This is an optimization exercise on Yosys and OpenROAD, whose aim is small area, not a production implementation.
Where RTL was checked, it was by simulation tests only, not by an equivalence proof against the original.
Only the layout flow was run in run 1; the RTL was not checked for function there.

## flow/design.v (module list and top-level ports; edited modules follow where they fit)
// module tv80_reg: 67 lines
// module tv80_alu: 161 lines
// module tv80_mcode: 2184 lines
// module tv80_core: 1155 lines
// module tv80s: 111 lines
module tv80s
#(
    parameter Mode    = 0,   
    parameter T2Write = 1,   
    parameter IOWait  = 1    
)
(
    input         reset_n, 
    input         clk, 
    input         cen,       
    input         wait_n, 
    input         int_n, 
    input         nmi_n, 
    input         busrq_n, 
    output        busak_n, 
    output        m1_n, 
    output        mreq_n, 
    output        iorq_n, 
    output        rd_n, 
    output        wr_n, 
    output        rfsh_n, 
    output        halt_n, 
    output [15:0] A, 
    input  [7:0]  di,
    output [7:0]  dout
);
  // ...
==> flow/run.sh <==
#!/bin/bash
# synth_recipe.tcl (not shown) runs the flow's synth.tcl, then flattens the netlist and writes it again
# the make line also repeats each setting of config.mk as NAME=value (left out here)
make -C /OpenROAD-flow-scripts/flow DESIGN_CONFIG=/design/flow/config.mk WORK_HOME=/design/flow/orfs CLKGATE_MAP_FILE= SYNTH_SCRIPT=/design/flow/synth_recipe.tcl finish
==> flow/config.mk <==
export PLATFORM = sky130hd
export DESIGN_NAME = tv80s
export DESIGN_NICKNAME = tv80s
export VERILOG_FILES = /design/flow/design.v
export SDC_FILE = /design/flow/constraint.sdc
export NUM_CORES = 8
export LEC_CHECK = 0
export CAP_MARGIN = 20
export CORE_MARGIN = 2
export CORE_UTILIZATION = 40
export CTS_BUF_LIST = sky130_fd_sc_hd__clkbuf_4 sky130_fd_sc_hd__clkbuf_8
export SLEW_MARGIN = 20
==> flow/constraint.sdc <==
create_clock -name core_clock -period 10.0 [get_ports {clk}]
set_input_delay 2.0000 -clock core_clock [delete_from_list [all_inputs] [get_ports {clk}]]
set_output_delay 2.0000 -clock core_clock [all_outputs]
set_load 0.01 [all_outputs]
==> out/metrics.cfg, run 1 <==
[status]
status = finished clean

[cells_and_area]
largestRegisters = i_tv80_core.i_reg.RegsH (64), i_tv80_core.i_reg.RegsL (64)
final.fill_count = 8097
comb.multi_input.count = 3357
area_growth_pct = 10.2
multi_input_area_share = 0.591
nClkBuffers = 91

[floorplanning]
rows = 103

[worst_setup_path]
path_buf_inv = 4
rr_endpoint = i_tv80_core.SP[14]
worst-path-stages = 32

[synth]
avgSynthCellArea_um2 = 7.69
synth_mux_area_frac = 0.0551
synthTopCellsByArea = edfxtp_1 (15%), dfrtp_1 (10%), o21ai_0 (5.4%), a21oi_1 (5.4%), nand2_1 (5.3%)
synthArstFlopShare = 0.547
synth_edf_count = 156
yosysTopAreaCellShare = 0.146
yosysWarnings = 7
yosysMostFrequentCell = nand2_1

[placed_design]
gp_congestion = 1.11
dpl.cell_count = 5089

[clock_tree]
post_cts_resized = 0
hold_buffers = 0
cts_buffers = 69
clk_latency_ps = 720
htreeDepth = 3

[route]
drtIter0Drc = 6894
m1WireLength_mm = 74.2
num_vias = 38300
dr.max_layer_used = met5

[grt]
grt_usage = 0.446
grt-busiest-layer = met2
grt_max_degree = 112

[timing]
fin_skew_ps = 60.9

==> module tv80_core, before the edit <==
module tv80_core ( 
  m1_n, iorq, no_read, write, rfsh_n, halt_n, busak_n, A, dout, mc,
  ts, intcycle_n, IntE, stop,
  reset_n, clk, cen, wait_n, int_n, nmi_n, busrq_n, dinst, di
  );
  parameter Mode = 1;    
  parameter IOWait = 1;  
  parameter Flag_C = 0;
  parameter Flag_N = 1;
  parameter Flag_P = 2;
  parameter Flag_X = 3;
  parameter Flag_H = 4;
  parameter Flag_Y = 5;
  parameter Flag_Z = 6;
  parameter Flag_S = 7;
  input     reset_n;            
  input     clk;                
  input     cen;                
  input     wait_n;             
  input     int_n;              
  input     nmi_n;              
  input     busrq_n;            
  output    m1_n;               
  output    iorq;               
  output    no_read;            
  output    write;              
  output    rfsh_n;             
  output    halt_n;             
  output    busak_n;            
  output [15:0] A; 
  input [7:0]   dinst;  
  input [7:0]   di;     
  output [7:0]  dout;     
  output [6:0]  mc;     
  output [6:0]  ts;     
  output        intcycle_n;     
  output        IntE;           
  output        stop;           
  reg    m1_n;          
  reg    iorq; 
  reg    halt_n;                
  reg    busak_n;               
  reg [15:0] A; 
  reg [7:0]  dout;        
  reg [6:0]  mc;        
  reg [6:0]  ts;        
  reg   intcycle_n;     
  reg   IntE;           
  reg   stop;           
  parameter     aNone    = 3'b111;
  parameter     aBC      = 3'b000;
  parameter     aDE      = 3'b001;
  parameter     aXY      = 3'b010;
  parameter     aIOA     = 3'b100;
  parameter     aSP      = 3'b101;
  parameter     aZI      = 3'b110;
  reg [7:0]     ACC, F;
  reg [7:0]     Ap, Fp;
  reg [7:0]     I;
  reg [15:0]    SP, PC;
  reg [7:0]     RegDIH;
  reg [7:0]     RegDIL;
  wire [15:0]   RegBusA;
  wire [15:0]   RegBusB;
  wire [15:0]   RegBusC;
  reg [2:0]     RegAddrA_r;
  reg [2:0]     RegAddrA;
  reg [2:0]     RegAddrB_r;
  reg [2:0]     RegAddrB;
  reg [2:0]     RegAddrC;
  reg           RegWEH;
  reg           RegWEL;
  reg           Alternate;
  reg [15:0]    TmpAddr;         
  reg [7:0]     IR;              
  reg [1:0]     ISet;            
  reg [1:0]     DHswap;          
  reg [15:0]    ID16;
  reg [7:0]     Save_Mux;
  reg [6:0]     tstate;
  reg [6:0]     mcycle;
  reg           last_mcycle, last_tstate;
  reg           IntE_FF1;
  reg           IntE_FF2;
  reg           Halt_FF;
  reg           BusReq_s;
  reg           BusAck;
  reg           ClkEn;
  reg           NMI_s;
  reg           INT_s;
  reg [1:0]     IStatus;
  reg [7:0]     DI_Reg;
  reg           T_Res;
  reg [1:0]     XY_State;
  reg [2:0]     Pre_XY_F_M;
  reg           NextIs_XY_Fetch;
  reg           XY_Ind;
  reg           No_BTR;
  reg           BTR_r;
  reg           Auto_Wait;
  reg           Auto_Wait_t1;
  reg           Auto_Wait_t2;
  reg           IncDecZ;
  reg [7:0]     BusB;
  reg [7:0]     BusA;
  wire [7:0]    ALU_Q;
  wire [7:0]    F_Out;
  reg [4:0]     Read_To_Reg_r;
  reg           Arith16_r;
  reg           Z16_r;
  reg [3:0]     ALU_Op_r;
  reg           Save_ALU_r;
  reg           PreserveC_r;
  reg [2:0]     mcycles;
  wire [2:0]    mcycles_d;
  wire [2:0]    tstates;
  reg           IntCycle;
  reg           NMICycle;
  wire          Inc_PC;
  wire          Inc_WZ;
  wire [3:0]    IncDec_16;
  wire [1:0]    Prefix;
  wire          Read_To_Acc;
  wire          Read_To_Reg;
  wire [3:0]     Set_BusB_To;
  wire [3:0]     Set_BusA_To;
  wire [3:0]     ALU_Op;
  wire           Save_ALU;
  wire           PreserveC;
  wire           Arith16;
  wire [2:0]     Set_Addr_To;
  wire           Jump;
  wire           JumpE;
  wire           JumpXY;
  wire           Call;
  wire           RstP;
  wire           LDZ;
  wire           LDW;
  wire           LDSPHL;
  wire           iorq_i;
  wire [2:0]     Special_LD;
  wire           ExchangeDH;
  wire           ExchangeRp;
  wire           ExchangeAF;
  wire           ExchangeRS;
  wire           I_DJNZ;
  wire           I_CPL;
  wire           I_CCF;
  wire           I_SCF;
  wire           I_RETN;
  wire           I_BT;
  wire           I_BC;
  wire           I_BTR;
  wire           I_RLD;
  wire           I_RRD;
  wire           I_INRC;
  wire           SetDI;
  wire           SetEI;
  wire [1:0]     IMode;
  wire           Halt;
  reg [15:0]     PC16;
  reg [7:0]      PC16_B;
  reg [15:0]     SP16, SP16_A;
  reg [7:0]      SP16_B;
  reg            Oldnmi_n;
  tv80_mcode #(Mode, Flag_C, Flag_N, Flag_P, Flag_X, Flag_H, Flag_Y, Flag_Z, Flag_S) i_mcode
    (
     .IR                   (IR),
     .ISet                 (ISet),
     .MCycle               (mcycle),
     .F                    (F),
     .NMICycle             (NMICycle),
     .IntCycle             (IntCycle),
     .MCycles              (mcycles_d),
     .TStates              (tstates),
     .Prefix               (Prefix),
     .Inc_PC               (Inc_PC),
     .Inc_WZ               (Inc_WZ),
     .IncDec_16            (IncDec_16),
     .Read_To_Acc          (Read_To_Acc),
     .Read_To_Reg          (Read_To_Reg),
     .Set_BusB_To          (Set_BusB_To),
     .Set_BusA_To          (Set_BusA_To),
     .ALU_Op               (ALU_Op),
     .Save_ALU             (Save_ALU),
     .PreserveC            (PreserveC),
     .Arith16              (Arith16),
     .Set_Addr_To          (Set_Addr_To),
     .IORQ                 (iorq_i),
     .Jump                 (Jump),
     .JumpE                (JumpE),
     .JumpXY               (JumpXY),
     .Call                 (Call),
     .RstP                 (RstP),
     .LDZ                  (LDZ),
     .LDW                  (LDW),
     .LDSPHL               (LDSPHL),
     .Special_LD           (Special_LD),
     .ExchangeDH           (ExchangeDH),
     .ExchangeRp           (ExchangeRp),
     .ExchangeAF           (ExchangeAF),
     .ExchangeRS           (ExchangeRS),
     .I_DJNZ               (I_DJNZ),
     .I_CPL                (I_CPL),
     .I_CCF                (I_CCF),
     .I_SCF                (I_SCF),
     .I_RETN               (I_RETN),
     .I_BT                 (I_BT),
     .I_BC                 (I_BC),
     .I_BTR                (I_BTR),
     .I_RLD                (I_RLD),
     .I_RRD                (I_RRD),
     .I_INRC               (I_INRC),
     .SetDI                (SetDI),
     .SetEI                (SetEI),
     .IMode                (IMode),
     .Halt                 (Halt),
     .NoRead               (no_read),
     .Write                (write)
     );
  tv80_alu #(Mode, Flag_C, Flag_N, Flag_P, Flag_X, Flag_H, Flag_Y, Flag_Z, Flag_S) i_alu
    (
     .Arith16              (Arith16_r),
     .Z16                  (Z16_r),
     .ALU_Op               (ALU_Op_r),
     .IR                   (IR[5:0]),
     .ISet                 (ISet),
     .BusA                 (BusA),
     .BusB                 (BusB),
     .F_In                 (F),
     .Q                    (ALU_Q),
     .F_Out                (F_Out)
     );
  function [15:0] incdec16;
    input [15:0] a;
    input        dec;
    reg   [15:0] x, c;
    integer      k;
    begin
      x = a ^ {16{dec}};
      c[0] = 1'b1;
      for (k = 1; k < 16; k = k + 1)
        c[k] = c[k-1] & x[k-1];
      incdec16 = a ^ c;
    end
  endfunction
  function [15:0] add16s8;
    input [15:0] a;
    input [7:0]  b;
    reg   [8:0]  lo;
    reg   [7:0]  x, c;
    reg          inc, dec;
    integer      k;
    begin
      lo  = {1'b0, a[7:0]} + {1'b0, b};
      inc = lo[8] & ~b[7];
      dec = ~lo[8] & b[7];
      x = a[15:8] ^ {8{dec}};
      c[0] = inc | dec;
      for (k = 1; k < 8; k = k + 1)
        c[k] = c[k-1] & x[k-1];
      add16s8 = {a[15:8] ^ c, lo[7:0]};
    end
  endfunction
  function [6:0] number_to_bitvec;
    input [2:0] num;
    begin
      case (num)
        1 : number_to_bitvec = 7'b0000001;
        2 : number_to_bitvec = 7'b0000010;
        3 : number_to_bitvec = 7'b0000100;
        4 : number_to_bitvec = 7'b0001000;
        5 : number_to_bitvec = 7'b0010000;
        6 : number_to_bitvec = 7'b0100000;
        7 : number_to_bitvec = 7'b1000000;
        default : number_to_bitvec = 7'bx;
      endcase  
    end
  endfunction  
  function [2:0] mcyc_to_number;
    input [6:0] mcyc;
    begin
      casez (mcyc)
        7'b1zzzzzz : mcyc_to_number = 3'h7;
        7'b01zzzzz : mcyc_to_number = 3'h6;
        7'b001zzzz : mcyc_to_number = 3'h5;
        7'b0001zzz : mcyc_to_number = 3'h4;
        7'b00001zz : mcyc_to_number = 3'h3;
        7'b000001z : mcyc_to_number = 3'h2;
        7'b0000001 : mcyc_to_number = 3'h1;
        default : mcyc_to_number = 3'h1;
      endcase
    end
  endfunction
  always @*
    begin
      case (mcycles)
        1 : last_mcycle = mcycle[0];
        2 : last_mcycle = mcycle[1];
        3 : last_mcycle = mcycle[2];
        4 : last_mcycle = mcycle[3];
        5 : last_mcycle = mcycle[4];
        6 : last_mcycle = mcycle[5];
        7 : last_mcycle = mcycle[6];
        default : last_mcycle = 1'bx;
      endcase  
      case (tstates)
        0 : last_tstate = tstate[0];
        1 : last_tstate = tstate[1];
        2 : last_tstate = tstate[2];
        3 : last_tstate = tstate[3];
        4 : last_tstate = tstate[4];
        5 : last_tstate = tstate[5];
        6 : last_tstate = tstate[6];
        default : last_tstate = 1'bx;
      endcase
    end  
  always @*
    begin
      ClkEn = cen && ~ BusAck;
      if (last_tstate)
        T_Res = 1'b1;
      else T_Res = 1'b0;
      if (XY_State != 2'b00 && XY_Ind == 1'b0 &&
          ((Set_Addr_To == aXY) ||
           (mcycle[0] && IR == 8'b11001011) ||
           (mcycle[0] && IR == 8'b00110110)))
        NextIs_XY_Fetch = 1'b1;
      else 
        NextIs_XY_Fetch = 1'b0;
      if (ExchangeRp)
        Save_Mux = BusB;
      else if (!Save_ALU_r)
        Save_Mux = DI_Reg;
      else
        Save_Mux = ALU_Q;
    end  
  always @ (posedge clk or negedge reset_n)
    begin
      if (reset_n == 1'b0 ) 
        begin
          PC <= 0;   
          A <= 0;
          TmpAddr <= 0;
          IR <= 8'b00000000;
          ISet <= 2'b00;
          XY_State <= 2'b00;
          IStatus <= 2'b00;
          mcycles <= 3'b000;
          dout <= 8'b00000000;
          ACC <= 8'hFF;
          F <= 8'hFF;
          Ap <= 8'hFF;
          Fp <= 8'hFF;
          I <= 0;
          SP <= 16'hFFFF;
          Alternate <= 1'b0;
          Read_To_Reg_r <= 5'b00000;
          Arith16_r <= 1'b0;
          BTR_r <= 1'b0;
          Z16_r <= 1'b0;
          ALU_Op_r <= 4'b0000;
          Save_ALU_r <= 1'b0;
          PreserveC_r <= 1'b0;
          XY_Ind <= 1'b0;
        end 
      else 
        begin
          if (ClkEn == 1'b1 ) 
            begin
              ALU_Op_r <= 4'b0000;
              Save_ALU_r <= 1'b0;
              Read_To_Reg_r <= 5'b00000;
              mcycles <= mcycles_d;
              if (IMode != 2'b11 ) 
                begin
                  IStatus <= IMode;
                end
              Arith16_r <= Arith16;
              PreserveC_r <= PreserveC;
              if (ISet == 2'b10 && ALU_Op[2] == 1'b0 && ALU_Op[0] == 1'b1 && mcycle[2] ) 
                begin
                  Z16_r <= 1'b1;
                end 
              else 
                begin
                  Z16_r <= 1'b0;
                end
              if (mcycle[0] && (tstate[1] | tstate[2] | tstate[3] )) 
                begin
                  if (tstate[2] && wait_n == 1'b1 ) 
                    begin
                      if (Jump == 1'b0 && Call == 1'b0 && NMICycle == 1'b0 && IntCycle == 1'b0 && ~ (Halt_FF == 1'b1 || Halt == 1'b1) ) 
                        begin
                          PC <= PC16;
                        end
                      if (IntCycle == 1'b1 && IStatus == 2'b01 ) 
                        begin
                          IR <= 8'b11111111;
                        end 
                      else if (Halt_FF == 1'b1 || (IntCycle == 1'b1 && IStatus == 2'b10) || NMICycle == 1'b1 ) 
                        begin
                          IR <= 8'b00000000;
			  TmpAddr[7:0] <= dinst;  
                        end 
                      else 
                        begin
                          IR <= dinst;
                        end
                      ISet <= 2'b00;
                      if (Prefix != 2'b00 ) 
                        begin
                          if (Prefix == 2'b11 ) 
                            begin
                              if (IR[5] == 1'b1 ) 
                                begin
                                  XY_State <= 2'b10;
                                end 
                              else 
                                begin
                                  XY_State <= 2'b01;
                                end
                            end 
                          else 
                            begin
                              if (Prefix == 2'b10 ) 
                                begin
                                  XY_State <= 2'b00;
                                  XY_Ind <= 1'b0;
                                end
                              ISet <= Prefix;
                            end
                        end 
                      else 
                        begin
                          XY_State <= 2'b00;
                          XY_Ind <= 1'b0;
                        end
                    end  
                end 
              else 
                begin
                  if (mcycle[5] ) 
                    begin
                      XY_Ind <= 1'b1;
                      if (Prefix == 2'b01 ) 
                        begin
                          ISet <= 2'b01;
                        end
                    end
                  if (T_Res == 1'b1 ) 
                    begin
                      BTR_r <= (I_BT || I_BC || I_BTR) && ~ No_BTR;
                      if (Jump == 1'b1 ) 
                        begin
                          A[15:8] <= DI_Reg;
                          A[7:0] <= TmpAddr[7:0];
                          PC[15:8] <= DI_Reg;
                          PC[7:0] <= TmpAddr[7:0];
                        end 
                      else if (JumpXY == 1'b1 ) 
                        begin
                          A <= RegBusC;
                          PC <= RegBusC;
                        end else if (Call == 1'b1 || RstP == 1'b1 ) 
                          begin
                            A <= TmpAddr;
                            PC <= TmpAddr;
                          end 
                        else if (last_mcycle && NMICycle == 1'b1 ) 
                          begin
                            A <= 16'b0000000001100110;
                            PC <= 16'b0000000001100110;
                          end 
                        else if (mcycle[2] && IntCycle == 1'b1 && IStatus == 2'b10 ) 
                          begin
                            A[15:8] <= I;
                            A[7:0] <= TmpAddr[7:0];
                            PC[15:8] <= I;
                            PC[7:0] <= TmpAddr[7:0];
                          end 
                        else 
                          begin
                            case (Set_Addr_To)
                              aXY :
                                begin
                                  if (XY_State == 2'b00 ) 
                                    begin
                                      A <= RegBusC;
                                    end 
                                  else 
                                    begin
                                      if (NextIs_XY_Fetch == 1'b1 )
                                        begin
                                          A <= PC;
                                        end 
                                      else 
                                        begin
                                          A <= TmpAddr;
                                        end
                                    end  
                                end  
                              aIOA :
                                begin
                                  if (Mode == 3 ) 
                                    begin
                                      A[15:8] <= 8'hFF;
                                    end 
                                  else if (Mode == 2 ) 
                                    begin
                                      A[15:8] <= DI_Reg;
                                    end 
                                  else 
                                    begin
                                      A[15:8] <= ACC;
                                    end
                                  A[7:0] <= DI_Reg;
                                end  
                              aSP :
                                begin
                                  A <= SP;
                                end
                              aBC :
                                begin
                                  if (Mode == 3 && iorq_i == 1'b1 ) 
                                    begin
                                      A[15:8] <= 8'hFF;
                                      A[7:0] <= RegBusC[7:0];
                                    end 
                                  else 
                                    begin
                                      A <= RegBusC;
                                    end
                                end  
                              aDE :
                                begin
                                  A <= RegBusC;
                                end
                              aZI :
                                begin                                  
                                  if (Inc_WZ == 1'b1 ) 
                                    begin
                                      A <= incdec16(TmpAddr, 1'b0);
                                    end 
                                  else 
                                    begin
                                      A[15:8] <= DI_Reg;
                                      A[7:0] <= TmpAddr[7:0];
                                    end
                                end  
                              default   :
                                begin                                    
                                  A <= PC;
                                end
                            endcase  
                          end  
                      Save_ALU_r <= Save_ALU;
                      ALU_Op_r <= ALU_Op;
                      if (I_CPL == 1'b1 ) 
                        begin
                          ACC <= ~ ACC;
                          F[Flag_Y] <= ~ ACC[5];
                          F[Flag_H] <= 1'b1;
                          F[Flag_X] <= ~ ACC[3];
                          F[Flag_N] <= 1'b1;
                        end
                      if (I_CCF == 1'b1 ) 
                        begin
                          F[Flag_C] <= ~ F[Flag_C];
                          F[Flag_Y] <= ACC[5];
                          F[Flag_H] <= F[Flag_C];
                          F[Flag_X] <= ACC[3];
                          F[Flag_N] <= 1'b0;
                        end
                      if (I_SCF == 1'b1 ) 
                        begin
                          F[Flag_C] <= 1'b1;
                          F[Flag_Y] <= ACC[5];
                          F[Flag_H] <= 1'b0;
                          F[Flag_X] <= ACC[3];
                          F[Flag_N] <= 1'b0;
                        end
                    end  
                  if (tstate[2] && wait_n == 1'b1 ) 
                    begin
                      if (ISet == 2'b01 && mcycle[6] ) 
                        begin
                          IR <= dinst;
                        end
                      if (JumpE == 1'b1 ) 
                        begin
                          PC <= PC16;
                        end 
                      else if (Inc_PC == 1'b1 ) 
                        begin
                          PC <= PC16;
                        end
                      if (BTR_r == 1'b1 ) 
                        begin
                          PC <= PC16;
                        end
                      if (RstP == 1'b1 ) 
                        begin
                          TmpAddr <= { 10'h0, IR[5:3], 3'h0 };
                        end
                    end
                  if (tstate[3] && mcycle[5] ) 
                    begin
                      TmpAddr <= SP16;
                    end
                  if ((tstate[2] && wait_n == 1'b1) || (tstate[4] && mcycle[0]) ) 
                    begin
                      if (IncDec_16[2:0] == 3'b111 ) 
                        begin
                          SP <= SP16;
                        end
                    end
                  if (LDSPHL == 1'b1 ) 
                    begin
                      SP <= RegBusC;
                    end
                  if (ExchangeAF == 1'b1 ) 
                    begin
                      Ap <= ACC;
                      ACC <= Ap;
                      Fp <= F;
                      F <= Fp;
                    end
                  if (ExchangeRS == 1'b1 ) 
                    begin
                      Alternate <= ~ Alternate;
                    end
                end  
              if (tstate[3] ) 
                begin
                  if (LDZ == 1'b1 ) 
                    begin
                      TmpAddr[7:0] <= DI_Reg;
                    end
                  if (LDW == 1'b1 ) 
                    begin
                      TmpAddr[15:8] <= DI_Reg;
                    end
                  if (Special_LD[2] == 1'b1 ) 
                    begin
                      case (Special_LD[1:0])
                        2'b00 :
                          begin
                            ACC <= I;
                            F[Flag_P] <= IntE_FF2;
			    F[Flag_Z] <= (I == 0);
			    F[Flag_S] <= I[7];
			    F[Flag_H] <= 0;
			    F[Flag_N] <= 0; 
                          end
                        2'b01 :
                          begin
                            ACC <= 0;
                            F[Flag_P] <= IntE_FF2;
			    F[Flag_Z] <= (I == 0);
			    F[Flag_S] <= I[7];
			    F[Flag_H] <= 0;
			    F[Flag_N] <= 0; 
                          end
                        2'b10 :
                          I <= ACC;
                        default : ;
                      endcase
                    end
                end  
              if ((I_DJNZ == 1'b0 && Save_ALU_r == 1'b1) || ALU_Op_r == 4'b1001 ) 
                begin
                  if (Mode == 3 ) 
                    begin
                      F[6] <= F_Out[6];
                      F[5] <= F_Out[5];
                      F[7] <= F_Out[7];
                      if (PreserveC_r == 1'b0 ) 
                        begin
                          F[4] <= F_Out[4];
                        end
                    end 
                  else 
                    begin
                      F[7:1] <= F_Out[7:1];
                      if (PreserveC_r == 1'b0 ) 
                        begin
                          F[Flag_C] <= F_Out[0];
                        end
                    end
                end  
              if (T_Res == 1'b1 && I_INRC == 1'b1 ) 
                begin
                  F[Flag_H] <= 1'b0;
                  F[Flag_N] <= 1'b0;
                  if (DI_Reg[7:0] == 8'b00000000 ) 
                    begin
                      F[Flag_Z] <= 1'b1;
                    end 
                  else 
                    begin
                      F[Flag_Z] <= 1'b0;
                    end
                  F[Flag_S] <= DI_Reg[7];
                  F[Flag_P] <= ~ (^DI_Reg[7:0]);
                end  
              if (tstate[1] && Auto_Wait_t1 == 1'b0 ) 
                begin
                  dout <= BusB;
                  if (I_RLD == 1'b1 ) 
                    begin
                      dout[3:0] <= BusA[3:0];
                      dout[7:4] <= BusB[3:0];
                    end
                  if (I_RRD == 1'b1 ) 
                    begin
                      dout[3:0] <= BusB[7:4];
                      dout[7:4] <= BusA[3:0];
                    end
                end
              if (T_Res == 1'b1 ) 
                begin
                  Read_To_Reg_r[3:0] <= Set_BusA_To;
                  Read_To_Reg_r[4] <= Read_To_Reg;
                  if (Read_To_Acc == 1'b1 ) 
                    begin
                      Read_To_Reg_r[3:0] <= 4'b0111;
                      Read_To_Reg_r[4] <= 1'b1;
                    end
                end
              if (tstate[1] && I_BT == 1'b1 ) 
                begin
                  F[Flag_X] <= ALU_Q[3];
                  F[Flag_Y] <= ALU_Q[1];
                  F[Flag_H] <= 1'b0;
                  F[Flag_N] <= 1'b0;
                end
              if (I_BC == 1'b1 || I_BT == 1'b1 ) 
                begin
                  F[Flag_P] <= IncDecZ;
                end
              if ((tstate[1] && Save_ALU_r == 1'b0 && Auto_Wait_t1 == 1'b0) ||
                  (Save_ALU_r == 1'b1 && ALU_Op_r != 4'b0111) ) 
                begin
                  case (Read_To_Reg_r)
                    5'b10111 :
                      ACC <= Save_Mux;
                    5'b10110 :
                      dout <= Save_Mux;
                    5'b11000 :
                      SP[7:0] <= Save_Mux;
                    5'b11001 :
                      SP[15:8] <= Save_Mux;
                    5'b11011 :
                      F <= Save_Mux;
                    default : ;
                  endcase
                end  
            end  
        end  
    end
  always @ (posedge clk)
    begin
      if (ClkEn == 1'b1 ) 
        begin
          RegAddrA_r <=  { Alternate, Set_BusA_To[2:1] };
          if (XY_Ind == 1'b0 && XY_State != 2'b00 && Set_BusA_To[2:1] == 2'b10 ) 
            begin
              RegAddrA_r <= { XY_State[1],  2'b11 };
            end
          RegAddrB_r <= { Alternate, Set_BusB_To[2:1] };
          if (XY_Ind == 1'b0 && XY_State != 2'b00 && Set_BusB_To[2:1] == 2'b10 ) 
            begin
              RegAddrB_r <= { XY_State[1],  2'b11 };
            end
          RegAddrC <= { Alternate,  Set_Addr_To[1:0] };
          if ((JumpXY == 1'b1 || LDSPHL == 1'b1) ) 
            begin
              RegAddrC <= { Alternate, 2'b10 };
            end
          if (((JumpXY == 1'b1 || LDSPHL == 1'b1) && XY_State != 2'b00) || (mcycle[5]) ) 
            begin
              RegAddrC <= { XY_State[1],  2'b11 };
            end
          if (I_DJNZ == 1'b1 && Save_ALU_r == 1'b1 && Mode < 2 ) 
            begin
              IncDecZ <= F_Out[Flag_Z];
            end
          if ((tstate[2] || (tstate[3] && mcycle[0])) && IncDec_16[2:0] == 3'b100 ) 
            begin
              if (RegBusA == (IncDec_16[3] ? 16'h0001 : 16'hFFFF) ) 
                begin
                  IncDecZ <= 1'b0;
                end 
              else 
                begin
                  IncDecZ <= 1'b1;
                end
            end
          if (ExchangeDH == 1'b1 && tstate[4])
            DHswap[Alternate] <= ~DHswap[Alternate];
        end
    end  
  always @*
    begin
      if ((tstate[2] || (tstate[3] && mcycle[0] && IncDec_16[2] == 1'b1)) && XY_State == 2'b00)
        RegAddrA = { Alternate, IncDec_16[1:0] };
      else if ((tstate[2] || (tstate[3] && mcycle[0] && IncDec_16[2] == 1'b1)) && IncDec_16[1:0] == 2'b10)
        RegAddrA = { XY_State[1], 2'b11 };
      else if (ExchangeDH == 1'b1 && tstate[3])
        RegAddrA = { Alternate, 2'b10 };
      else if (ExchangeDH == 1'b1 && tstate[4])
        RegAddrA = { Alternate, 2'b01 };
      else
        RegAddrA = RegAddrA_r;
      if (ExchangeDH == 1'b1 && tstate[3])
        RegAddrB = { Alternate, 2'b01 };
      else
        RegAddrB = RegAddrB_r;
    end  
  always @*
    begin
      RegWEH = 1'b0;
      RegWEL = 1'b0;
      if ((tstate[1] && ~Save_ALU_r && ~Auto_Wait_t1) ||
          (Save_ALU_r && (ALU_Op_r != 4'b0111)) ) 
        begin
          case (Read_To_Reg_r)
            5'b10000 , 5'b10001 , 5'b10010 , 5'b10011 , 5'b10100 , 5'b10101 :
              begin
                RegWEH = ~ Read_To_Reg_r[0];
                RegWEL = Read_To_Reg_r[0];
              end  
            default : ;
          endcase  
        end  
      if (IncDec_16[2] && ((tstate[2] && wait_n && ~mcycle[0]) || (tstate[3] && mcycle[0])) ) 
        begin
          case (IncDec_16[1:0])
            2'b00 , 2'b01 , 2'b10 :
              begin
                RegWEH = 1'b1;
                RegWEL = 1'b1;
              end  
            default : ;
          endcase
        end
    end  
  always @*
    begin
      RegDIH = Save_Mux;
      RegDIL = Save_Mux;
      if (IncDec_16[2] == 1'b1 && ((tstate[2] && ~mcycle[0]) || (tstate[3] && mcycle[0])) ) 
        begin
          RegDIH = ID16[15:8];
          RegDIL = ID16[7:0];
        end
    end
  tv80_reg i_reg
    (
     .clk                  (clk),
     .CEN                  (ClkEn),
     .DHswap               (DHswap),
     .WEH                  (RegWEH),
     .WEL                  (RegWEL),
     .AddrA                (RegAddrA),
     .AddrB                (RegAddrB),
     .AddrC                (RegAddrC),
     .DIH                  (RegDIH),
     .DIL                  (RegDIL),
     .DOAH                 (RegBusA[15:8]),
     .DOAL                 (RegBusA[7:0]),
     .DOBH                 (RegBusB[15:8]),
     .DOBL                 (RegBusB[7:0]),
     .DOCH                 (RegBusC[15:8]),
     .DOCL                 (RegBusC[7:0])
     );
  always @ (posedge clk)
    begin
      if (ClkEn == 1'b1 ) 
        begin
          case (Set_BusB_To)
            4'b0111 :
              BusB <= ACC;
            4'b0000 , 4'b0001 , 4'b0010 , 4'b0011 , 4'b0100 , 4'b0101 :
              begin
                if (Set_BusB_To[0] == 1'b1 ) 
                  begin
                    BusB <= RegBusB[7:0];
                  end 
                else 
                  begin
                    BusB <= RegBusB[15:8];
                  end
              end
            4'b0110 :
              BusB <= DI_Reg;
            4'b1000 :
              BusB <= SP[7:0];
            4'b1001 :
              BusB <= SP[15:8];
            4'b1010 :
              BusB <= 8'b00000001;
            4'b1011 :
              BusB <= F;
            4'b1100 :
              BusB <= PC[7:0];
            4'b1101 :
              BusB <= PC[15:8];
            4'b1110 :
              BusB <= 8'b00000000;
            default :
              BusB <= 8'h0;
          endcase
          case (Set_BusA_To)
            4'b0111 :
              BusA <= ACC;
            4'b0000 , 4'b0001 , 4'b0010 , 4'b0011 , 4'b0100 , 4'b0101 :
              begin
                if (Set_BusA_To[0] == 1'b1 )
                  begin
                    BusA <= RegBusA[7:0];
                  end 
                else 
                  begin
                    BusA <= RegBusA[15:8];
                  end
              end
            4'b0110 :
              BusA <= DI_Reg;
            4'b1000 :
              BusA <= SP[7:0];
            4'b1001 :
              BusA <= SP[15:8];
            4'b1010 :
              BusA <= 8'b00000000;
            default :
              BusA <=  8'h0;
          endcase
        end
    end
  assign rfsh_n = 1'b1;
  always @*
    begin
      mc = mcycle;
      ts = tstate;
      DI_Reg = di;
      halt_n = ~ Halt_FF;
      busak_n = ~ BusAck;
      intcycle_n = ~ IntCycle;
      IntE = IntE_FF1;
      iorq = iorq_i;
      stop = I_DJNZ;
    end
  always @ (posedge clk or negedge reset_n)
    begin : sync_inputs
      if (~reset_n) 
        begin
          BusReq_s <= 1'b0;
          INT_s <= 1'b0;
          NMI_s <= 1'b0;
          Oldnmi_n <= 1'b0;
        end 
      else
        begin
          if (cen == 1'b1 ) 
            begin
              BusReq_s <= ~ busrq_n;
              INT_s <= ~ int_n;
              if (NMICycle == 1'b1 ) 
                begin
                  NMI_s <= 1'b0;
                end 
              else if (nmi_n == 1'b0 && Oldnmi_n == 1'b1 ) 
                begin
                  NMI_s <= 1'b1;
                end
              Oldnmi_n <= nmi_n;
            end
        end
    end
  always @ (posedge clk or negedge reset_n)
    begin
      if (reset_n == 1'b0 ) 
        begin
          mcycle <= 7'b0000001;
          tstate <= 7'b0000001;
          Pre_XY_F_M <= 3'b000;
          Halt_FF <= 1'b0;
          BusAck <= 1'b0;
          NMICycle <= 1'b0;
          IntCycle <= 1'b0;
          IntE_FF1 <= 1'b0;
          IntE_FF2 <= 1'b0;
          No_BTR <= 1'b0;
          Auto_Wait_t1 <= 1'b0;
          Auto_Wait_t2 <= 1'b0;
          m1_n <= 1'b1;
        end 
      else
        begin
          if (cen == 1'b1 ) 
            begin
              if (T_Res == 1'b1 ) 
                begin
                  Auto_Wait_t1 <= 1'b0;
                end 
              else 
                begin
		  Auto_Wait_t1 <= Auto_Wait || (iorq_i & ~Auto_Wait_t2);
                end
              Auto_Wait_t2 <= Auto_Wait_t1 & !T_Res;
              No_BTR <= (I_BT && (~ IR[4] || ~ F[Flag_P])) ||
                        (I_BC && (~ IR[4] || F[Flag_Z] || ~ F[Flag_P])) ||
                        (I_BTR && (~ IR[4] || F[Flag_Z]));
              if (tstate[2] ) 
                begin
                  if (SetEI == 1'b1 ) 
                    begin
                      if (!NMICycle)
                        IntE_FF1 <= 1'b1;
                      IntE_FF2 <= 1'b1;
                    end
                  if (I_RETN == 1'b1 ) 
                    begin
                      IntE_FF1 <= IntE_FF2;
                    end
                end
              if (tstate[3] ) 
                begin
                  if (SetDI == 1'b1 ) 
                    begin
                      IntE_FF1 <= 1'b0;
                      IntE_FF2 <= 1'b0;
                    end
                end
              if (IntCycle == 1'b1 || NMICycle == 1'b1 ) 
                begin
                  Halt_FF <= 1'b0;
                end
              if (mcycle[0] && tstate[2] && wait_n == 1'b1 ) 
                begin
                  m1_n <= 1'b1;
                end
              if (BusReq_s == 1'b1 && BusAck == 1'b1 ) 
                begin
                end 
              else 
                begin
                  BusAck <= 1'b0;
                  if (tstate[2] && wait_n == 1'b0 ) 
                    begin
                    end 
                  else if (T_Res == 1'b1 ) 
                    begin
                      if (Halt == 1'b1 ) 
                        begin
                          Halt_FF <= 1'b1;
                        end
                      if (BusReq_s == 1'b1 ) 
                        begin
                          BusAck <= 1'b1;
                        end 
                      else 
                        begin
                          tstate <= 7'b0000010;
                          if (NextIs_XY_Fetch == 1'b1 ) 
                            begin
                              mcycle <= 7'b0100000;
                              Pre_XY_F_M <= mcyc_to_number(mcycle);
                              if (IR == 8'b00110110 && Mode == 0 ) 
                                begin
                                  Pre_XY_F_M <= 3'b010;
                                end
                            end 
                          else if ((mcycle[6]) || (mcycle[5] && Mode == 1 && ISet != 2'b01) ) 
                            begin
                              mcycle <= number_to_bitvec(Pre_XY_F_M + 1);
                            end 
                          else if ((last_mcycle) ||
                                   No_BTR == 1'b1 ||
                                   (mcycle[1] && I_DJNZ == 1'b1 && IncDecZ == 1'b1) ) 
                            begin
                              m1_n <= 1'b0;
                              mcycle <= 7'b0000001;
                              IntCycle <= 1'b0;
                              NMICycle <= 1'b0;
                              if (NMI_s == 1'b1 && Prefix == 2'b00 ) 
                                begin
                                  NMICycle <= 1'b1;
                                  IntE_FF1 <= 1'b0;
                                end 
                              else if ((IntE_FF1 == 1'b1 && INT_s == 1'b1) && Prefix == 2'b00 && SetEI == 1'b0 ) 
                                begin
                                  IntCycle <= 1'b1;
                                  IntE_FF1 <= 1'b0;
                                  IntE_FF2 <= 1'b0;
                                end
                            end 
                          else 
                            begin
                              mcycle <= { mcycle[5:0], mcycle[6] };
                            end
                        end
                    end 
                  else 
                    begin    
                      if ( ~(Auto_Wait == 1'b1 && Auto_Wait_t2 == 1'b0) &&
                           ~(IOWait == 1 && iorq_i == 1'b1 && Auto_Wait_t1 == 1'b0) ) 
                        begin
                          tstate <= { tstate[5:0], tstate[6] };
                        end
                    end
                end
              if (tstate[0]) 
                begin
                  m1_n <= 1'b0;
                end
            end
        end
    end
  always @*
    begin
      if (JumpE == 1'b1)
        PC16_B = DI_Reg;
      else if (BTR_r == 1'b1)
        PC16_B = 8'hFE;            
      else
        PC16_B = 8'h01;
      if (tstate[3])
        begin
          SP16_A = RegBusC;
          SP16_B = DI_Reg;
        end
      else
        begin
          SP16_A = SP;
          SP16_B = IncDec_16[3] ? 8'hFF : 8'h01;
        end
      ID16 = incdec16(RegBusA, IncDec_16[3]);
      PC16 = add16s8(PC, PC16_B);
      SP16 = add16s8(SP16_A, SP16_B);
    end  
  always @*
    begin
      Auto_Wait = 1'b0;
      if (IntCycle == 1'b1 || NMICycle == 1'b1 ) 
        begin
          if (mcycle[0] ) 
            begin
              Auto_Wait = 1'b1;
            end
        end
    end  
endmodule  
==> run 2, diff against run 1 <==
--- a/flow/design.v
+++ b/flow/design.v
@@ -2750,4 +2750,45 @@
         Save_Mux = ALU_Q;
     end  
+  reg        s_jp, s_jxy, s_call, s_nmi, s_im2, s_def, s_jmp;
+  reg        a_dt, a_c, a_t, a_pc, a_io, a_sp, a_inc;
+  reg [15:0] A_next;
+  reg [15:0] TmpAddr_inc;
+  always @*
+    begin
+      s_jp   = Jump;
+      s_jxy  = ~Jump & JumpXY;
+      s_call = ~Jump & ~JumpXY & (Call | RstP);
+      s_nmi  = ~Jump & ~JumpXY & ~(Call | RstP) & last_mcycle & NMICycle;
+      s_im2  = ~Jump & ~JumpXY & ~(Call | RstP) & ~(last_mcycle & NMICycle) &
+               mcycle[2] & IntCycle & (IStatus == 2'b10);
+      s_def  = ~Jump & ~JumpXY & ~(Call | RstP) & ~(last_mcycle & NMICycle) &
+               ~(mcycle[2] & IntCycle & (IStatus == 2'b10));
+      s_jmp  = ~s_def;
+      a_dt  = s_jp | (s_def & (Set_Addr_To == aZI) & ~Inc_WZ);
+      a_c   = s_jxy | (s_def & (((Set_Addr_To == aXY) & (XY_State == 2'b00)) |
+                                 (Set_Addr_To == aBC) | (Set_Addr_To == aDE)));
+      a_t   = s_call | (s_def & (Set_Addr_To == aXY) & (XY_State != 2'b00) & ~NextIs_XY_Fetch);
+      a_pc  = s_def & (((Set_Addr_To == aXY) & (XY_State != 2'b00) & NextIs_XY_Fetch) |
+                       (Set_Addr_To == 3'b011) | (Set_Addr_To == aNone));
+      a_io  = s_def & (Set_Addr_To == aIOA);
+      a_sp  = s_def & (Set_Addr_To == aSP);
+      a_inc = s_def & (Set_Addr_To == aZI) & Inc_WZ;
+      TmpAddr_inc = incdec16(TmpAddr, 1'b0);
+      A_next[15:8] = ({8{a_dt}}  & DI_Reg)         |
+                     ({8{a_c}}   & RegBusC[15:8])  |
+                     ({8{a_t}}   & TmpAddr[15:8])  |
+                     ({8{s_im2}} & I)              |
+                     ({8{a_pc}}  & PC[15:8])       |
+                     ({8{a_io}}  & ACC)            |
+                     ({8{a_sp}}  & SP[15:8])       |
+                     ({8{a_inc}} & TmpAddr_inc[15:8]);
+      A_next[7:0]  = ({8{a_dt | a_t | s_im2}} & TmpAddr[7:0]) |
+                     ({8{a_c}}   & RegBusC[7:0])   |
+                     ({8{s_nmi}} & 8'h66)          |
+                     ({8{a_pc}}  & PC[7:0])        |
+                     ({8{a_io}}  & DI_Reg)         |
+                     ({8{a_sp}}  & SP[7:0])        |
+                     ({8{a_inc}} & TmpAddr_inc[7:0]);
+    end
   always @ (posedge clk or negedge reset_n)
     begin
@@ -2866,107 +2907,7 @@
                     begin
                       BTR_r <= (I_BT || I_BC || I_BTR) && ~ No_BTR;
-                      if (Jump == 1'b1 ) 
-                        begin
-                          A[15:8] <= DI_Reg;
-                          A[7:0] <= TmpAddr[7:0];
-                          PC[15:8] <= DI_Reg;
-                          PC[7:0] <= TmpAddr[7:0];
-                        end 
-                      else if (JumpXY == 1'b1 ) 
-                        begin
-                          A <= RegBusC;
-                          PC <= RegBusC;
-                        end else if (Call == 1'b1 || RstP == 1'b1 ) 
-                          begin
-                            A <= TmpAddr;
-                            PC <= TmpAddr;
-                          end 
-                        else if (last_mcycle && NMICycle == 1'b1 ) 
-                          begin
-                            A <= 16'b0000000001100110;
-                            PC <= 16'b0000000001100110;
-                          end 
-                        else if (mcycle[2] && IntCycle == 1'b1 && IStatus == 2'b10 ) 
-                          begin
-                            A[15:8] <= I;
-                            A[7:0] <= TmpAddr[7:0];
-                            PC[15:8] <= I;
-                            PC[7:0] <= TmpAddr[7:0];
-                          end 
-                        else 
-                          begin
-                            case (Set_Addr_To)
-                              aXY :
-                                begin
-                                  if (XY_State == 2'b00 ) 
-                                    begin
-                                      A <= RegBusC;
-                                    end 
-                                  else 
-                                    begin
-                                      if (NextIs_XY_Fetch == 1'b1 )
-                                        begin
-                                          A <= PC;
-                                        end 
-                                      else 
-                                        begin
-                                          A <= TmpAddr;
-                                        end
-                                    end  
-                                end  
-                              aIOA :
-                                begin
-                                  if (Mode == 3 ) 
-                                    begin
-                                      A[15:8] <= 8'hFF;
-                                    end 
-                                  else if (Mode == 2 ) 
-                                    begin
-                                      A[15:8] <= DI_Reg;
-                                    end 
-                                  else 
-                                    begin
-                                      A[15:8] <= ACC;
-                                    end
-                                  A[7:0] <= DI_Reg;
-                                end  
-                              aSP :
-                                begin
-                                  A <= SP;
-                                end
-                              aBC :
-                                begin
-                                  if (Mode == 3 && iorq_i == 1'b1 ) 
-                                    begin
-                                      A[15:8] <= 8'hFF;
-                                      A[7:0] <= RegBusC[7:0];
-                                    end 
-                                  else 
-                                    begin
-                                      A <= RegBusC;
-                                    end
-                                end  
-                              aDE :
-                                begin
-                                  A <= RegBusC;
-                                end
-                              aZI :
-                                begin                                  
-                                  if (Inc_WZ == 1'b1 ) 
-                                    begin
-                                      A <= incdec16(TmpAddr, 1'b0);
-                                    end 
-                                  else 
-                                    begin
-                                      A[15:8] <= DI_Reg;
-                                      A[7:0] <= TmpAddr[7:0];
-                                    end
-                                end  
-                              default   :
-                                begin                                    
-                                  A <= PC;
-                                end
-                            endcase  
-                          end  
+                      A <= A_next;
+                      if (s_jmp)
+                        PC <= A_next;
                       Save_ALU_r <= Save_ALU;
                       ALU_Op_r <= ALU_Op;
@@ -3213,5 +3154,10 @@
             end
           if (ExchangeDH == 1'b1 && tstate[4])
-            DHswap[Alternate] <= ~DHswap[Alternate];
+            begin
+              if (Alternate)
+                DHswap[1] <= ~DHswap[1];
+              else
+                DHswap[0] <= ~DHswap[0];
+            end
         end
     end  
==> flow/flow/run.sh (new file) <==
#!/bin/bash
# Standard ORFS flow, with an area-oriented ABC mapping script (deepsyn) in
# place of ORFS's speed script; timing is then repaired by OpenROAD as usual.
set -euo pipefail
rm -rf scripts_local
cp -r "$FLOW_HOME/scripts" scripts_local
cp flow/abc_map.script scripts_local/abc_speed.script
bash standard.sh SCRIPTS_DIR="$PWD/scripts_local" > standard.log 2>&1
==> flow/flow/abc_map.script (new file) <==
&get -n
&st
&deepsyn -J 20
&dch
&nf -R 1000
&put
topo
stime -c
==> flow/standard.sh (new file) <==
#!/bin/bash
# synth_recipe.tcl (not shown) runs the flow's synth.tcl, then flattens the netlist and writes it again
# the make line also repeats each setting of config.mk as NAME=value (left out here)
make -C /OpenROAD-flow-scripts/flow DESIGN_CONFIG=/design/flow/config.mk WORK_HOME=/design/flow/orfs CLKGATE_MAP_FILE= SYNTH_SCRIPT=/design/flow/synth_recipe.tcl "${@:-finish}"
--- a/flow/config.mk
+++ b/flow/config.mk
@@ -9,4 +9,3 @@
 export CORE_MARGIN = 2
 export CORE_UTILIZATION = 40
-export CTS_BUF_LIST = sky130_fd_sc_hd__clkbuf_4 sky130_fd_sc_hd__clkbuf_8
 export SLEW_MARGIN = 20
removed: flow/run.sh
==> run 2 against run 1 <==
  * Sequential share of layout area grew 7.2 points
  * Design area shrank 21%
  * Register-to-register slack lost 820 ps
  * Clock skew shrank 23 ps
  * First-iteration DRC count shrank 30%
==> out/metrics.cfg, run 2 <==
[timing]
fmax_mhz = 106  ; was 116 MHz
hold_slack_ps = 481  ; was 478 ps
drv_slew = 0  ; unchanged
fin_ws_ps = 577  ; was 1400 ps
hold_viol_final = 0  ; unchanged
fin_setup_tns_ps = 0  ; unchanged
fin_crit_sh = 0.942  ; was 0.860
fin_skew_ps = 38.1  ; was 60.9 ps
period_needed_ps = 9420  ; was 8600 ps
rsz0062_at_grt = no  ; unchanged
tightestPinTransition_ps = 1210  ; was 1270 ps
finalSetupViolCount = 0  ; unchanged
slew_headroom = 0.192  ; was 0.153

[synth]
synthXorXnorAreaFrac = 0.0180  ; was 0.0196
synth_edf_count = 156  ; unchanged
synth_cell_type_count = 67  ; was 119
synthTopCellsByCount = nand2_1 (394), nor2_1 (305), a21oi_1 (192)  ; was nand2_1 (451), nor2_1 (426), o21ai_0 (345)
synth_seq_cells = 344  ; unchanged
syn_area_um2 = 23900  ; was 32100 um^2
synth_compound_area_frac = 0.297  ; was 0.321
yosysWarnings = 7  ; unchanged
yosysTopAreaCellShare = 0.196  ; was 0.146
synthArstFlopShare = 0.547  ; unchanged
yosysMostFrequentCell = nand2_1  ; unchanged
synthCells = 2752  ; was 4175
ys.flop_type = edfxtp_1  ; unchanged
synth_seq_area_share = 0.396  ; was 0.294
synth_top_family_by_area = compound AO/OA/AOI/OAI gates  ; unchanged
synthTopCellsByArea = edfxtp_1 (20%), dfrtp_1 (14%), nand2_1 (6.2%), dfstp_2 (6.1%), nor2_1 (4.8%)  ; was edfxtp_1 (15%), dfrtp_1 (10%), o21ai_0 (5.4%), a21oi_1 (5.4%), nand2_1 (5.3%)
synth_mux_area_frac = 0.0173  ; was 0.0551
synth-adder-area-share = 0.0332  ; was 0.0250
syn_nets = 2828  ; was 4251
synth_simple_gate_area_frac = 0.224  ; about the same
synth_top_area_cell = edfxtp_1  ; unchanged
avgSynthCellArea_um2 = 8.67  ; was 7.69 um^2

[floorplanning]
coreArea_um2 = 59000  ; was 79300 um^2
die_y_um = 248  ; was 287 um
die_w_um = 248  ; was 287 um
initial_utilization = 0.404  ; was 0.405
pin_count = 47  ; unchanged
rows = 89  ; was 103
dieArea_um2 = 61600  ; was 82600 um^2

[worst_setup_path]
crit_start = i_tv80_core.IR[6]  ; unchanged
end_kind = register  ; unchanged
slowest_stage = or4_1  ; was ha_1
start_kind = register  ; unchanged
required_ps = 10340  ; was 10630 ps
path_max_fanout = 9  ; was 16
crit_arrival_ps = 9760  ; was 9230 ps
critPathMaxStageDelay_ps = 720  ; was 700 ps
r2r_start = i_tv80_core.IR[6]  ; unchanged
critPathKind = reg2reg  ; unchanged

[grt]
grt_pass1_wl_mm = 189  ; was 265 mm
grt_usage = 0.428  ; was 0.446
grt.overflow.total = 0  ; unchanged
antenna_found_initial = 7  ; was 15
grt_max_degree = 78  ; was 112
grt_pass1_vias = 25900  ; was 34800

[cells_and_area]
drive_gt1_frac = 0.0967  ; was 0.120
seqCellArea_um2 = 9460  ; was 9470 um^2
final_cell_mix = nand2_1 (393), nor2_1 (305), a21oi_1 (191)  ; was nand2_1 (450), nor2_1 (422), o21ai_0 (342)
final.fill_count = 5763  ; was 8097
fin_util = 0.472  ; was 0.447
multi_input_area_um2 = 14300  ; was 20900 um^2
largestRegisters = i_tv80_core.i_reg.RegsH (64), i_tv80_core.i_reg.RegsL (64)  ; unchanged
final_common_cell = nand2_1  ; unchanged
nNetsFinal = 3054  ; was 4186
area_growth_pct = 16.7  ; was 10.2%

[status]
status = finished clean  ; unchanged

[route]
drc = 0  ; unchanged
dr.pass1.iters = 9  ; unchanged
avgRoutedWirePerCell_um = 35.3  ; was 36.3 um
drtAntennaViolNets = 0  ; unchanged
drt_wl_total_mm = 134  ; was 190 mm
viasPerCell = 7.30  ; was 7.32
drtIter0Drc = 4856  ; was 6894
num_vias = 27600  ; was 38300

[clock_tree]
clk_latency_ps = 600  ; was 720 ps
hold_buffers = 0  ; unchanged
post_cts_resized = 0  ; unchanged
cts.clk_slew.worst_paths_ps = 60  ; was 70 ps
cts_buffers = 41  ; was 69
cts_tree = built  ; unchanged
cts_buffer_depth = 3  ; unchanged
clkSinkCount = 344  ; unchanged
cts_root_buf = clkbuf_16  ; was clkbuf_8
htreeDepth = 2  ; was 3
cts_setup_buffers = 0  ; unchanged

[placed_design]
gp_congestion = 1.07  ; was 1.11
place.port_buffers = 45  ; unchanged
dp_slack_ps = 380  ; was 1730 ps
dp.final_hpwl_mm = 101  ; was 143 mm

[run]
maxCapViolCount = 0  ; unchanged

[worst_hold_path]
hold_class = reg2reg  ; unchanged
min-delay-start = i_tv80_core.A[11]  ; was iorq_n_reg

==> run 2: worst paths after layout <==
path                                                  to  slack (ps)  cells after the start
min in group asynchronous           i_tv80_core.Oldnmi_n        1450                      1
max                        i_tv80_core.i_reg.RegsH[6][6]         580                     33
max in group asynchronous                      di_reg[5]        7020                      2
max reg2reg                i_tv80_core.i_reg.RegsH[6][6]         580                     33
min reg2reg                            i_tv80_core.A[11]         480                      1
min                                    i_tv80_core.A[11]         480                      1
==> run 2: metal layers <==
metal	wire length [um]	track usage	vias to the layer above
li1	-	-	11400
met1	51400	0.572	13300
met2	55000	0.627	2280
met3	18300	0.126	529
met4	8820	0.219	12
met5	87	0	-
==> run 2: cell type report <==
type	count	share of cell area
Clock inverter	21	0.00804
Timing Repair Buffer	184	0.0538
Multi-Input combinational cell	2325	0.512
Clock buffer	52	0.0406
Antenna cell	1	0.0000899
Sequential cell	344	0.340
Inverter	82	0.0111
Tap cell	773	0.0347
==> run 2: kinds of logic after synthesis <==
| family | Yosys count |
|---|---|
| other cells | 1 |
| fa+ha+maj | 61 |
| buf+inv | 83 |
| mux | 36 |
| xor+xnor | 49 |
| compound gates | 1011 |
| simple gates | 1167 |
| flops | 344 |
==> run 2: worst max-delay path: cells and delay by family (launching register included) <==
| kind | cells | cell delay, ps |
|---|---|---|
| XOR/XNOR | 1 | 160 |
| buffers and inverters | 2 | 370 |
| AND/OR/NAND/NOR | 18 | 4920 |
| flip-flops | 1 | 500 |
| AO/OA/AOI/OAI | 8 | 1950 |
| multiplexers | 3 | 970 |
| adder cells (fa/ha/maj) | 1 | 330 |
==> run 2: through the flow <==
stage / cells / area, um^2
2_1_floorplan: 2752 / 23900
3_5_place_dp: 3708 / 26500
3_3_place_gp: 3707 / 26400
6_report: 3782 / 27800
5_1_grt: 3781 / 27800
4_1_cts: 3781 / 27800
==> run 3, diff against run 2 <==
==> flow/flow/run.sh (replaced) <==
#!/bin/bash
# ORFS flow (the standard.sh) with:
#  - an area-oriented ABC script (deepsyn + area-recovering mapping) in place
#    of ORFS's speed script; OpenROAD repairs timing as usual afterwards,
#  - CTS without dummy loads and with larger sink clusters,
#  - port buffers from the smallest buffer cell,
#  - a higher placement density.
set -euo pipefail
rm -rf scripts_local
cp -r "$FLOW_HOME/scripts" scripts_local
cp flow/abc_map.script scripts_local/abc_speed.script
bash standard.sh SCRIPTS_DIR="$PWD/scripts_local" \
  "CTS_ARGS=-sink_clustering_enable -repair_clock_nets -dont_use_dummy_load -sink_clustering_size 24 -sink_clustering_max_diameter 80" \
  "BUFFER_PORTS_ARGS=-buffer_cell sky130_fd_sc_hd__buf_1" \
  PLACE_DENSITY=0.75 \
  finish > standard.log 2>&1
==> flow/flow/abc_map.script (replaced) <==
&get -n
&st
&deepsyn -J 20
&dch
&nf -R 20
&put
topo
stime -c
==> run 3 against run 2 <==
  * Still clean
  * Core utilization fell by 1.5 points
  * Critical path depth fell by 6
  * Routed wire length shrank 4.7%
  * Synthesized cell count down 0.11%
  * First-iteration DRC count rose by 9.2%
  * Die area rose by 0.49%
  * Sequential share of layout area up 1.0 points
  * Critical path type unchanged
==> out/metrics.cfg, run 3 <==
[worst_setup_path]
required_ps = 10360  ; was 10340 ps
r2r_start = i_tv80_core.IR[3]  ; was i_tv80_core.IR[6]
reg2reg_depth = 27  ; was 33
path_max_fanout = 15  ; was 9
critPathKind = reg2reg  ; unchanged
end_kind = register  ; unchanged
r2r_setup_slack_ps = 700  ; was 580 ps
rr_endpoint = i_tv80_core.i_reg.RegsH[4][6]  ; was i_tv80_core.i_reg.RegsH[6][6]
start_kind = register  ; unchanged
crit_arrival_ps = 9660  ; was 9760 ps

[cells_and_area]
final_cell_mix = nand2_1 (380), nor2_1 (305), a21oi_1 (193)  ; was nand2_1 (393), nor2_1 (305), a21oi_1 (191)
drive_gt1_frac = 0.0864  ; was 0.0967
nNetsFinal = 3042  ; was 3054
largestRegisters = i_tv80_core.i_reg.RegsH (64), i_tv80_core.i_reg.RegsL (64)  ; unchanged
area_growth_pct = 12.7  ; was 16.7%
final_common_cell = nand2_1  ; unchanged

[grt]
grt.overflow.total = 0  ; unchanged
antenna_found_initial = 8  ; was 7
grt_max_degree = 149  ; was 78
grt_pass1_vias = 25400  ; was 25900
grt_usage = 0.398  ; was 0.428
grt_pass1_wl_mm = 183  ; was 189 mm

[clock_tree]
cts_setup_buffers = 0  ; unchanged
post_cts_resized = 0  ; unchanged
cts_buffers = 27  ; was 41
cts_buffer_depth = 3  ; unchanged
hold_buffers = 0  ; unchanged
cts_root_buf = clkbuf_16  ; unchanged
htreeDepth = 1  ; was 2
clkSinkCount = 344  ; unchanged
cts_tree = built  ; unchanged
clk_latency_ps = 620  ; was 600 ps
cts.clk_slew.worst_paths_ps = 90  ; was 60 ps

[floorplanning]
initial_utilization = 0.405  ; was 0.404
die_y_um = 249  ; was 248 um
rows = 89  ; unchanged
pin_count = 47  ; unchanged
dieArea_um2 = 61900  ; was 61600 um^2
coreArea_um2 = 59100  ; was 59000 um^2
die_w_um = 249  ; was 248 um

[route]
num_vias = 27200  ; was 27600
avgRoutedWirePerCell_um = 34.0  ; was 35.3 um
dr.pass1.iters = 11  ; was 9
drt_wl_total_mm = 127  ; was 134 mm
viasPerCell = 7.28  ; was 7.30
drc = 0  ; unchanged
drtIter0Drc = 5305  ; was 4856
drtAntennaViolNets = 0  ; unchanged

[synth]
synthArstFlopShare = 0.547  ; unchanged
synth_edf_count = 156  ; unchanged
yosysWarnings = 7  ; unchanged
synthTopCellsByCount = nand2_1 (381), nor2_1 (306), a21oi_1 (195)  ; was nand2_1 (394), nor2_1 (305), a21oi_1 (192)
synth_seq_cells = 344  ; unchanged
synthTopCellsByArea = edfxtp_1 (20%), dfrtp_1 (14%), dfstp_2 (6.0%), nand2_1 (6.0%), nor2_1 (4.8%)  ; was edfxtp_1 (20%), dfrtp_1 (14%), nand2_1 (6.2%), dfstp_2 (6.1%), nor2_1 (4.8%)
synth_cell_type_count = 72  ; was 67
yosysTopAreaCellShare = 0.195  ; was 0.196
synth_top_area_cell = edfxtp_1  ; unchanged
synth_seq_area_share = 0.394  ; was 0.396
syn_area_um2 = 24000  ; was 23900 um^2
avgSynthCellArea_um2 = 8.72  ; was 8.67 um^2
ys.flop_type = edfxtp_1  ; unchanged
yosysMostFrequentCell = nand2_1  ; unchanged
syn_nets = 2825  ; was 2828
synthCells = 2749  ; was 2752

[worst_hold_path]
min_to = i_tv80_core.Read_To_Reg_r[4]  ; was i_tv80_core.A[11]
holdPathStages = 2  ; was 1
hold_class = reg2reg  ; unchanged
min-delay-start = i_tv80_core.Read_To_Reg_r[4]  ; was i_tv80_core.A[11]

[timing]
drv_slew = 0  ; unchanged
hold_viol_final = 0  ; unchanged
slew_headroom = 0.167  ; was 0.192
tightestPinTransition_ps = 1250  ; was 1210 ps
fin_setup_tns_ps = 0  ; unchanged
finalSetupViolCount = 0  ; unchanged
period_needed_ps = 9300  ; was 9420 ps
rsz0062_at_grt = no  ; unchanged
fin_skew_ps = 106  ; was 38.1 ps
fmax_mhz = 108  ; was 106 MHz
fin_crit_sh = 0.930  ; was 0.942
hold_slack_ps = 488  ; was 481 ps

[placed_design]
gp_congestion = 1.09  ; was 1.07
dp.final_hpwl_mm = 97.8  ; was 101 mm
place.port_buffers = 45  ; unchanged

[status]
status = finished clean  ; unchanged

[run]
maxCapViolCount = 0  ; unchanged

==> run 3: final cells by class <==
type	count	area (um^2)
Tap cell	773	967
Multi-Input combinational cell	2319	14300
Antenna cell	4	10.0
Timing Repair Buffer	189	1260
Inverter	85	319
Fill cell	5780	32100
Clock buffer	27	676
Sequential cell	344	9460
==> run 3: routing by layer <==
| metal | up-vias | track usage | part of all wire | routed length [um] |
|---|---|---|---|---|
| li1 | 11400 | - | - | - |
| met5 | - | 0 | 0.00031 | 40 |
| met4 | 6 | 0.197 | 0.067 | 8500 |
| met2 | 2208 | 0.599 | 0.42 | 53700 |
| met1 | 13100 | 0.532 | 0.39 | 49200 |
| met3 | 534 | 0.102 | 0.12 | 15900 |
==> run 3: worst max-delay path by stage <==
stage                       from                       endpoint  depth (start not counted)
2_1_floorplan  i_tv80_core.IR[3]  i_tv80_core.i_reg.RegsH[0][6]                         27
3_3_place_gp   i_tv80_core.IR[3]  i_tv80_core.i_reg.RegsH[3][6]                         27
3_5_place_dp   i_tv80_core.IR[3]  i_tv80_core.i_reg.RegsH[0][7]                         27
4_1_cts        i_tv80_core.IR[3]  i_tv80_core.i_reg.RegsH[1][7]                         27
5_1_grt        i_tv80_core.IR[3]  i_tv80_core.i_reg.RegsH[1][7]                         27
6_report       i_tv80_core.IR[3]  i_tv80_core.i_reg.RegsH[4][6]                         27
==> run 3: metrics by stage <==
step	instance area, um^2	setup slack [ps]	std cells	util
2_1_floorplan	24000	914	2749	-
4_1_cts	27000	723	3736	0.457
3_3_place_gp	26300	939	3708	0.445
6_report	27000	698	3741	0.457
5_1_grt	27000	209	3737	0.457
3_5_place_dp	26300	692	3709	0.445
==> run 3: worst max-delay path: stages (launching register included) <==
cell and delay [ps]:
dfrtp_1 700, clkinv_1 130, buf_4 240, ha_1 320, and3b_1 210, a2111oi_0 370, a22oi_1 340, a211o_1 430
a221oi_1 600, a32oi_1 280, a211oi_1 480, nor3b_1 400, nor2b_1 90, mux2_1 360, or3_1 480, nand2_1 350
nor3_1 120, buf_4 230, a222oi_1 340, nand3_1 270, nor2_1 210, nand2_1 100, mux2_1 360, or2_0 360
nor3b_1 560, nand3_1 180, xnor2_1 170, o21ai_1 440
==> run 3: cells by family (layout without fill, tap and decap cells) <==
group	after synthesis	after routing	share of synthesized area
simple gates	1153	1153	0.222
flops	344	344	0.394
mux	40	40	0.0188
buf+inv	86	301	0.0136
compound gates	1011	1011	0.298
xor+xnor	53	53	0.0194
other cells	1	5	0.000156
fa+ha+maj	61	61	0.0331
==> run 4, diff against run 3 <==
==> flow/flow/abc_map.script (replaced) <==
&get -n
&st
&deepsyn -J 20
&dch
&nf -R 1000
&put
topo
stime -c
==> run 4 against run 3 <==
  * Critical endpoint is now i_tv80_core.i_reg.RegsH[5][5]
  * Sequential share of layout area increased by 0.37 points
  * Hold slack got worse by 5.5 ps
  * Synthesized area decreased by 0.50%
  * Flip-flop and latch count unchanged
  * Highest routed layer unchanged
  * Global-route usage decreased by 0.95 points
  * Register-to-register slack got worse by 130 ps
  * Critical path type unchanged
  * Maximum frequency decreased by 1.4%
==> out/metrics.cfg, run 4 <==
[synth]
synthCells = 2752  ; was 2749
yosysTopAreaCellShare = 0.196  ; was 0.195
yosysMostFrequentCell = nand2_1  ; unchanged
synth-adder-area-share = 0.0332  ; was 0.0331
synth_seq_cells = 344  ; unchanged
synth_top_area_cell = edfxtp_1  ; unchanged
avgSynthCellArea_um2 = 8.67  ; was 8.72 um^2
syn_area_um2 = 23900  ; was 24000 um^2
ys.flop_type = edfxtp_1  ; unchanged
synthXorXnorAreaFrac = 0.0180  ; was 0.0194
synth_cell_type_count = 67  ; was 72

[timing]
finalSetupViolCount = 0  ; unchanged
fmax_mhz = 106  ; was 108 MHz
drv_slew = 0  ; unchanged
fin_crit_sh = 0.943  ; was 0.930
fin_skew_ps = 122  ; was 106 ps
rsz0062_at_grt = no  ; unchanged
fin_setup_tns_ps = 0  ; unchanged
fin_ws_ps = 565  ; was 698 ps

[grt]
grt_max_degree = 160  ; was 149
grt_pass1_wl_mm = 176  ; was 183 mm
grt_usage = 0.389  ; was 0.398

[worst_setup_path]
end_kind = register  ; unchanged
critPathMaxStageDelay_ps = 630  ; was 700 ps
path_max_fanout = 14  ; was 15
critPathKind = reg2reg  ; unchanged
required_ps = 10280  ; was 10360 ps

[cells_and_area]
area_growth_pct = 12.1  ; was 12.7%
drive_gt1_frac = 0.0795  ; was 0.0864
largestRegisters = i_tv80_core.i_reg.RegsH (64), i_tv80_core.i_reg.RegsL (64)  ; unchanged
nNetsFinal = 3023  ; was 3042
fin_util = 0.453  ; was 0.457
final_common_cell = nand2_1  ; unchanged

[clock_tree]
cts_tree = built  ; unchanged
cts_buffers = 27  ; unchanged
cts_buffer_depth = 3  ; unchanged
clk_latency_ps = 650  ; was 620 ps
clkSinkCount = 344  ; unchanged

[floorplanning]
pin_count = 47  ; unchanged
rows = 89  ; unchanged
initial_utilization = 0.404  ; was 0.405

[route]
drtAntennaViolNets = 0  ; unchanged
num_vias = 27400  ; was 27200
drt_wl_total_mm = 122  ; was 127 mm

[placed_design]
place.port_buffers = 45  ; unchanged
dp.final_hpwl_mm = 90.9  ; was 97.8 mm
dp_slack_ps = 578  ; was 692 ps

[status]
status = finished clean  ; unchanged

run 4: cell count changes after synthesis, moves of 7 or more:
cell | previous run | this run
nor3_1 | 100 | 115
and3_1 | 44 | 51
o21ai_0 | 174 | 191
a31oi_1 | 25 | 35
nand2_1 | 381 | 394
a211oi_1 | 37 | 27
nor4_1 | 39 | 28
o31ai_1 | 23 | 15
run 4: logic make-up after synthesis:
logic type | Yosys count
compound gates | 1011
xor+xnor | 49
fa+ha+maj | 61
buf+inv | 83
flops | 344
mux | 36
other cells | 1
simple gates | 1167
run 4: path summary, 6_finish.rpt:
kind                                               from                            end  depth (start not counted)
max                                   i_tv80_core.IR[7]  i_tv80_core.i_reg.RegsH[5][5]                         32
min                        i_tv80_core.Read_To_Reg_r[4]   i_tv80_core.Read_To_Reg_r[4]                          2
max reg2reg                           i_tv80_core.IR[7]  i_tv80_core.i_reg.RegsH[5][5]                         32
min reg2reg                i_tv80_core.Read_To_Reg_r[4]   i_tv80_core.Read_To_Reg_r[4]                          2
max in group asynchronous                       reset_n            i_tv80_core.dout[0]                          2
min in group asynchronous                       reset_n          i_tv80_core.mcycle[1]                          1
run 4: per-stage QoR:
step,hold WS (ps),area (um^2),instances
after floorplan,439,23900,2752
after global placement,457,26000,3691
after detailed placement,465,26000,3691
after CTS,488,26700,3718
after global routing,518,26700,3718
final,483,26700,3721
run 4: layout make-up:
cell class / instances / area, um^2
fillers: 5803 / 32300
repair buffers: 167 / 1100
diodes: 3 / 7.51
clock buffers: 27 / 676
inverters: 82 / 308
multi-input cells: 2325 / 14200
flip-flops and latches: 344 / 9460
well taps: 773 / 967
run 4: what timing repair did:
item                                    4_1_cts  5_1_grt
buffers inserted                              0        0
endpoints found under the setup margin        0       32
hold endpoints to repair                      0        0
gates resized for setup                       0        2
run 4: routing by layer:
metal	share of wire	GRT usage	wire, um
met5	0.00051	0	62
met3	0.15	0.118	18000
met1	0.37	0.511	44900
met2	0.41	0.570	50000
met4	0.076	0.215	9340
run 4: critical path: cells and delay by family, from the launching register on:
family | cells | cell delay (ps)
AND/OR/NAND/NOR | 17 | 4370
buffers and inverters | 2 | 390
AO/OA/AOI/OAI | 8 | 2390
XOR/XNOR | 1 | 170
multiplexers | 3 | 990
adder cells (fa/ha/maj) | 1 | 370
flip-flops | 1 | 500

## port drivers added, routing unchanged
The flow's constraints put no driver on any port. The routed layouts listed below were extracted and timed again, unchanged, in two steps.
Step 1 sets driving cells, clkbuf_16 on the clock port and buf_2 on the other inputs (assumed; they add their load-dependent delay and slew).
Step 2 moves the port delays by t, midway between the first and last clock arrival at a register: inputs arrive t later, outputs are due t later. That takes back most of the time a late clock gives input paths.
Slacks: no drivers / after step 1 / after step 2; pairs: no drivers / after step 1.
run | shift t [ns] | setup WS [ns] | worst hold slack (ns) | cell pins on the clock port's net
run 1 | 0.760 | 1.400 / 1.400 / 1.400 | 0.478 / 0.478 / 0.478 | 1
run 2 | 0.640 | 0.577 / 0.577 / 0.577 | 0.481 / 0.481 / 0.481 | 1
run 3 | 0.634 | 0.698 / 0.698 / 0.698 | 0.488 / 0.488 / 0.488 | 1
run 4 | 0.654 | 0.565 / 0.565 / 0.565 | 0.483 / 0.483 / 0.483 | 1
After both steps setup and hold are still met in every run listed.
